Context: an optimization exercise on an open-source flow, tuned for small area and a short achievable clock period. The choices shown serve that exercise and are no tape-out recipe.
In this exercise RTL edits were held to simulation tests only and were not proved equivalent to the original.

==> run X: inputs <==
## mrra_ik_solver
module mrra_ik_solver (
    input       wire                        i_clk,
    input       wire                        i_reset,
    input       wire        [7  : 0]        i_coord_x,
    input       wire        [7  : 0]        i_coord_y,
    output      reg         [31 : 0]        o_q_theta_1,
    output      reg         [31 : 0]        o_q_theta_2
);
    reg  [7:0]  r_coord_x, r_coord_y;
    wire [23:0] w_t1, w_t2;
    ik_core CORE(.x(r_coord_x), .y(r_coord_y), .t1(w_t1), .t2(w_t2));
    always @(posedge i_clk) begin
        if (i_reset) begin
            r_coord_x <= 8'd0; r_coord_y <= 8'd0;
            o_q_theta_1 <= 32'd0; o_q_theta_2 <= 32'd0;
        end else begin
            r_coord_x <= i_coord_x; r_coord_y <= i_coord_y;
            o_q_theta_1 <= {{8{w_t1[23]}}, w_t1};
            o_q_theta_2 <= {8'd0, w_t2};
        end
    end
endmodule
clock: 180.0 ns
lec_check: 0
cap_margin: 20
core_margin: 2
core_utilization: 40
slew_margin: 20
synth_memory_max_bits: 65536
run.sh (not shown) runs the stock make flow with config.mk's settings and CLKGATE_MAP_FILE= SYNTH_SCRIPT=/design/flow/synth_recipe.tcl, a recipe that flattens the netlist after the stock synthesis.
==> run A (differences from run X) <==
==> flow/flow/run.sh (new file) <==
#!/bin/bash
# Layout flow: the standard flow (standard.sh) unchanged, except that synthesis maps the
# combinational logic with an area-oriented ABC script (flow/abc_map.script) instead of ORFS's
# delay-oriented one. Registers are mapped by the same dfflibmap step as in the standard flow.
set -euo pipefail
W=$(pwd)
rm -rf "$W/scripts_area"
mkdir -p "$W/scripts_area"
cp -r "$FLOW_HOME/scripts/." "$W/scripts_area/"
cp "$W/flow/abc_map.script" "$W/scripts_area/abc_speed.script"
cp "$W/flow/abc_map.script" "$W/scripts_area/abc_area.script"
SCRIPTS_DIR="$W/scripts_area" bash standard.sh synth > "$W/synth.log" 2>&1
bash standard.sh > "$W/layout.log" 2>&1
==> flow/flow/abc_map.script (new file) <==
&get -n
&st
&deepsyn -T 120
&dch -f
&nf -R 1000
&put
buffer -c
topo
stime -c
upsize -c
dnsize -c
==> flow/standard.sh (new file) <==
#!/bin/bash
# synth_recipe.tcl (not shown) runs the flow's synth.tcl, then flattens the netlist and writes it again
# the make line also repeats each setting of config.mk as NAME=value (left out here)
make -C /OpenROAD-flow-scripts/flow DESIGN_CONFIG=/design/flow/config.mk WORK_HOME=/design/flow/orfs CLKGATE_MAP_FILE= SYNTH_SCRIPT=/design/flow/synth_recipe.tcl "${@:-finish}"
removed: flow/run.sh
==> notes <==
Of run A and run X, run A has the higher global-route usage (gap 4.2 points).
Clock-buffer cell count is the same in run A and run X.
Core utilization: run A is higher than run X (0.38 points).
Run X ran to the end with no violations. Run A completed without violations.
Of run X and run A, run X has the higher setup slack (gap 0.53 ns).

==> run G: inputs <==
Another version of the RTL of mrra_ik_solver (not shown whole).
export LEC_CHECK = 0
export CAP_MARGIN = 20
export CORE_MARGIN = 2
export CORE_UTILIZATION = 40
export SLEW_MARGIN = 20
export SYNTH_MEMORY_MAX_BITS = 65536
create_clock -name core_clock -period 180.0 [get_ports {i_clk}]
standard.sh (not shown) runs the stock make flow with config.mk's settings and CLKGATE_MAP_FILE= SYNTH_SCRIPT=/design/flow/synth_recipe.tcl, a recipe that flattens the netlist after the stock synthesis.
==> flow/flow/run.sh <==
#!/bin/bash
# Layout flow: the standard flow (standard.sh) unchanged, except that synthesis maps the
# combinational logic with an area-oriented ABC script (flow/abc_map.script) instead of ORFS's
# delay-oriented one. Registers are mapped by the same dfflibmap step as in the standard flow.
# Every input and output port is still buffered (buffer_ports), with the small buf_1 cell
# instead of the delay cell the resizer picks by default. Timing repair is asked for 143 ns of
# setup slack (the constraints are unchanged), so that it works on the paths that set the period.
set -euo pipefail
W=$(pwd)
rm -rf "$W/scripts_area"
mkdir -p "$W/scripts_area"
cp -r "$FLOW_HOME/scripts/." "$W/scripts_area/"
cp "$W/flow/abc_map.script" "$W/scripts_area/abc_speed.script"
cp "$W/flow/abc_map.script" "$W/scripts_area/abc_area.script"
SCRIPTS_DIR="$W/scripts_area" bash standard.sh synth > "$W/synth.log" 2>&1
SETUP_SLACK_MARGIN=143 BUFFER_PORTS_ARGS="-inputs -outputs -buffer_cell sky130_fd_sc_hd__buf_1" bash standard.sh > "$W/layout.log" 2>&1
==> flow/flow/abc_map.script <==
&get -n
&st
&deepsyn -T 120
&dch -f
&nf -R 1000
&put
topo
==> run P: changes against run G <==
==> flow/flow/run.sh (replaced) <==
#!/bin/bash
# Layout flow: the standard flow (standard.sh) unchanged, except that synthesis maps the
# combinational logic with an area-oriented ABC script (flow/abc_map.script) instead of ORFS's
# delay-oriented one. Registers are mapped by the same dfflibmap step as in the standard flow.
# Every input and output port is still buffered (buffer_ports), with the small buf_1 cell
# instead of the delay cell the resizer picks by default. Timing repair is asked for 142.5 ns of
# setup slack (the constraints are unchanged), so that it works on the paths that set the period.
set -euo pipefail
W=$(pwd)
rm -rf "$W/scripts_area"
mkdir -p "$W/scripts_area"
cp -r "$FLOW_HOME/scripts/." "$W/scripts_area/"
cp "$W/flow/abc_map.script" "$W/scripts_area/abc_speed.script"
cp "$W/flow/abc_map.script" "$W/scripts_area/abc_area.script"
SCRIPTS_DIR="$W/scripts_area" bash standard.sh synth > "$W/synth.log" 2>&1
SETUP_SLACK_MARGIN=142.5 BUFFER_PORTS_ARGS="-inputs -outputs -buffer_cell sky130_fd_sc_hd__buf_1" bash standard.sh > "$W/layout.log" 2>&1
==> flow/flow/abc_map.script (replaced) <==
&get -n
&st
&deepsyn -T 120
&dch -f
&nf -R 1000
&put
buffer -c
topo
stime -c
upsize -c
dnsize -c
==> impl.org <==
** Outcome
- The run finished with no timing, DRC or antenna violations.

** Yosys
- Sequential element share of the synthesized area :: 10.2%
- Summing the areas of all fa, ha and maj instances in the mapped netlist gives 35.7% of the synthesized area.

** Place
- Before CTS, the worst setup slack after placement is ~140,000 ps.
- Placed insts :: between 2,000 and 2,500

** Detailed routing
- Sum of met2 wire segment lengths after detailed routing :: 26.4 mm
- Before antenna repair, the detailed router went through 6 iterations.

** Global routing
- Number of antenna violations at the first check in global routing :: 1
- Global routing consumed, on the met3 layer, 13.6% of the routing resources.

** Final layout
- Leading cell types in the layout, fill and taps excluded :: sky130_fd_sc_hd__fa_1, sky130_fd_sc_hd__nor2_1, sky130_fd_sc_hd__nand2_1, sky130_fd_sc_hd__clkinv_1, sky130_fd_sc_hd__a21oi_1
- Registers represent a cell area share of between 8 and 9%.
- Share of final layout cell area taken by clock buffers and inverters :: 1.98%
- Of the cells placed in the final design, the portion with a size suffix greater than 1 is 7.07%.
- The layout has 3,134 filler cells.

** Clock tree
- The number of setup buffers added after CTS is 1.

** STA
- Worst hold slack across all endpoints :: 1360 ps

** Floorplan
- The die covers 0.0329 mm².
# the run above: run G

==> impl.org <==
** Outcome
- Outcome :: timing/DRC/antenna clean

** Setup path
- In this run the register-to-register setup slack is 143,920 ps.
- Critical path required time :: 144,000 ps
- Together, buffers and inverters on the worst path number 1.

** Clock tree
- In this run the post-CTS setup repair buffer count came out at 0.

** Place
- After detailed placement, the design holds a cell count of 2,124.

** Final layout
- Measured on the final layout, the clock distribution area share stands at 1.97%.
- The post-route netlist has under 10% of its cells at a drive strength greater than 1.
- Counting the fill cells in the layout gives approximately 3,400.
- The library cells used most frequently in the layout, excluding fill and tap cells, are sky130_fd_sc_hd__fa_1, sky130_fd_sc_hd__nor2_1, sky130_fd_sc_hd__nand2_1, sky130_fd_sc_hd__inv_1, sky130_fd_sc_hd__a21oi_1.

** Detailed routing
- The first detailed-routing pass took 8 iterations.
- Wire segments on met2 add up to 25.3 mm in the final route.

** Yosys
- Area share of fa/ha/maj cells after synthesis :: between 30 and 40%
- XOR/XNOR share of the synthesized area :: 2.10%
- Sequential element share of the synthesized area :: 9.66%
- After Yosys synthesis, and, or, nand and nor cells account for 21.2% of the synthesized area.

** STA
- Hold is met by around 1300 ps.

** Global routing
- GRT met3 Usage :: 10.3%
- The number of antenna violations at the first check in global routing was 5.

** Floorplan
- The die covers 0.0346 mm².
# the run above: run P


==> 04-18 <==
mrra_ik_solver again, from the RTL that the note above started with.
## mrra_ik_solver
module mrra_ik_solver (
    input       wire                        i_clk,
    input       wire                        i_reset,
    input       wire        [7  : 0]        i_coord_x,
    input       wire        [7  : 0]        i_coord_y,
    output      reg         [31 : 0]        o_q_theta_1,
    output      reg         [31 : 0]        o_q_theta_2
);
    reg  [7:0]  r_coord_x, r_coord_y;
    wire [23:0] w_t1, w_t2;
    ik_core CORE(.x(r_coord_x), .y(r_coord_y), .t1(w_t1), .t2(w_t2));
    always @(posedge i_clk) begin
        if (i_reset) begin
            r_coord_x <= 8'd0; r_coord_y <= 8'd0;
            o_q_theta_1 <= 32'd0; o_q_theta_2 <= 32'd0;
        end else begin
            r_coord_x <= i_coord_x; r_coord_y <= i_coord_y;
            o_q_theta_1 <= {{8{w_t1[23]}}, w_t1};
            o_q_theta_2 <= {8'd0, w_t2};
        end
    end
endmodule
Settings: LEC_CHECK=0, CAP_MARGIN=20, CORE_MARGIN=2, CORE_UTILIZATION=40, SLEW_MARGIN=20, SYNTH_MEMORY_MAX_BITS=65536; clock period 180.0 ns.
==> flow/flow/run.sh <==
#!/bin/bash
# Layout flow: the standard flow (standard.sh) unchanged, except that synthesis maps the
# combinational logic with an area-oriented ABC script (flow/abc_map.script) instead of ORFS's
# delay-oriented one. Registers are mapped by the same dfflibmap step as in the standard flow.
# Every input and output port is still buffered (buffer_ports), with the small buf_1 cell
# instead of the delay cell the resizer picks by default. Timing repair is asked for 143.3 ns of
# setup slack (the constraints are unchanged), so that it works on the paths that set the period.
set -euo pipefail
W=$(pwd)
rm -rf "$W/scripts_area"
mkdir -p "$W/scripts_area"
cp -r "$FLOW_HOME/scripts/." "$W/scripts_area/"
cp "$W/flow/abc_map.script" "$W/scripts_area/abc_speed.script"
cp "$W/flow/abc_map.script" "$W/scripts_area/abc_area.script"
SCRIPTS_DIR="$W/scripts_area" bash standard.sh synth > "$W/synth.log" 2>&1
SETUP_SLACK_MARGIN=143.3 BUFFER_PORTS_ARGS="-inputs -outputs -buffer_cell sky130_fd_sc_hd__buf_1" bash standard.sh > "$W/layout.log" 2>&1
==> flow/flow/abc_map.script <==
&get -n
&st
&deepsyn -T 300
&dch -f
&nf -R 1000
&put
topo
==> inputs of 07-14, as changes to 04-18 <==
==> flow/flow/run.sh (replaced) <==
#!/bin/bash
# Layout flow: the standard flow (standard.sh) unchanged, except that synthesis maps the
# combinational logic with an area-oriented ABC script (flow/abc_map.script) instead of ORFS's
# delay-oriented one. Registers are mapped by the same dfflibmap step as in the standard flow.
# Every input and output port is still buffered (buffer_ports), with the small buf_1 cell
# instead of the delay cell the resizer picks by default. Timing repair is asked for 143 ns of
# setup slack (the constraints are unchanged), so that it works on the paths that set the period.
set -euo pipefail
W=$(pwd)
rm -rf "$W/scripts_area"
mkdir -p "$W/scripts_area"
cp -r "$FLOW_HOME/scripts/." "$W/scripts_area/"
cp "$W/flow/abc_map.script" "$W/scripts_area/abc_speed.script"
cp "$W/flow/abc_map.script" "$W/scripts_area/abc_area.script"
SCRIPTS_DIR="$W/scripts_area" bash standard.sh synth > "$W/synth.log" 2>&1
SETUP_SLACK_MARGIN=143 BUFFER_PORTS_ARGS="-inputs -outputs -buffer_cell sky130_fd_sc_hd__buf_1" bash standard.sh > "$W/layout.log" 2>&1
==> flow/flow/abc_map.script (replaced) <==
&get -n
&st
&deepsyn -T 300
&dch -f
&nf -R 1000
&put
buffer -c
topo
stime -c
upsize -c
dnsize -c
==> summary of the runs <==
- Against 04-18, the die area of 07-14 is higher by 4.6%.
- Hold slack: 04-18 is worse than 07-14 (0.040 ns).
- Maximum frequency is about the same in 07-14 and 04-18.
- Against 07-14, the area after synthesis of 04-18 is lower by about 4.5%.
- Against 07-14, the clock skew of 04-18 is higher by 0.00061 ns.
- Of 04-18 and 07-14, 04-18 has the higher via count (gap about 4%, measured against 07-14).
- In clock-buffer cell count, 04-18 and 07-14 do not differ.

==> separate check: timing with driven ports <==
In the flow no input, the clock included, has a driving cell. The finished layouts below were timed again as built, in two steps.
Step 1 assumes that a clkbuf_16 drives the clock port and a buf_2 every other input.
Step 2 adds t to the input delays and takes it off the output delays; t is the mean of the earliest and latest rising clock arrival at the registers after step 1. Input paths then give back, and output paths get back, about the clock's delay inside the block.
Slacks: ideal / step 1 / step 2; pairs: ideal / step 1.
run | shift t [ns] | slack for setup (ns) | hold WS [ns] | worst register clock-pin slew, ns
run X | 0.368 | 142.400 / 142.400 / 142.400 | 1.146 / 1.146 / 1.146 | 0.06 / 0.06
run A | 0.395 | 141.865 / 141.865 / 141.865 | 1.242 / 1.242 / 1.242 | 0.07 / 0.07
run G | 0.388 | 143.104 / 143.061 / 142.997 | 1.360 / 1.360 / 1.360 | 0.06 / 0.06
run P | 0.395 | 142.956 / 142.908 / 143.026 | 1.303 / 1.303 / 1.303 | 0.06 / 0.06
04-18 | 0.387 | 143.148 / 143.104 / 143.169 | 1.306 / 1.306 / 1.306 | 0.06 / 0.06
07-14 | 0.384 | 143.115 / 143.071 / 143.027 | 1.346 / 1.346 / 1.346 | 0.06 / 0.06
After both steps setup and hold are still met in every run listed. For run G, which loses most, drivers alone change the setup slack by -0.043 ns; drivers and shift together by -0.107 ns.
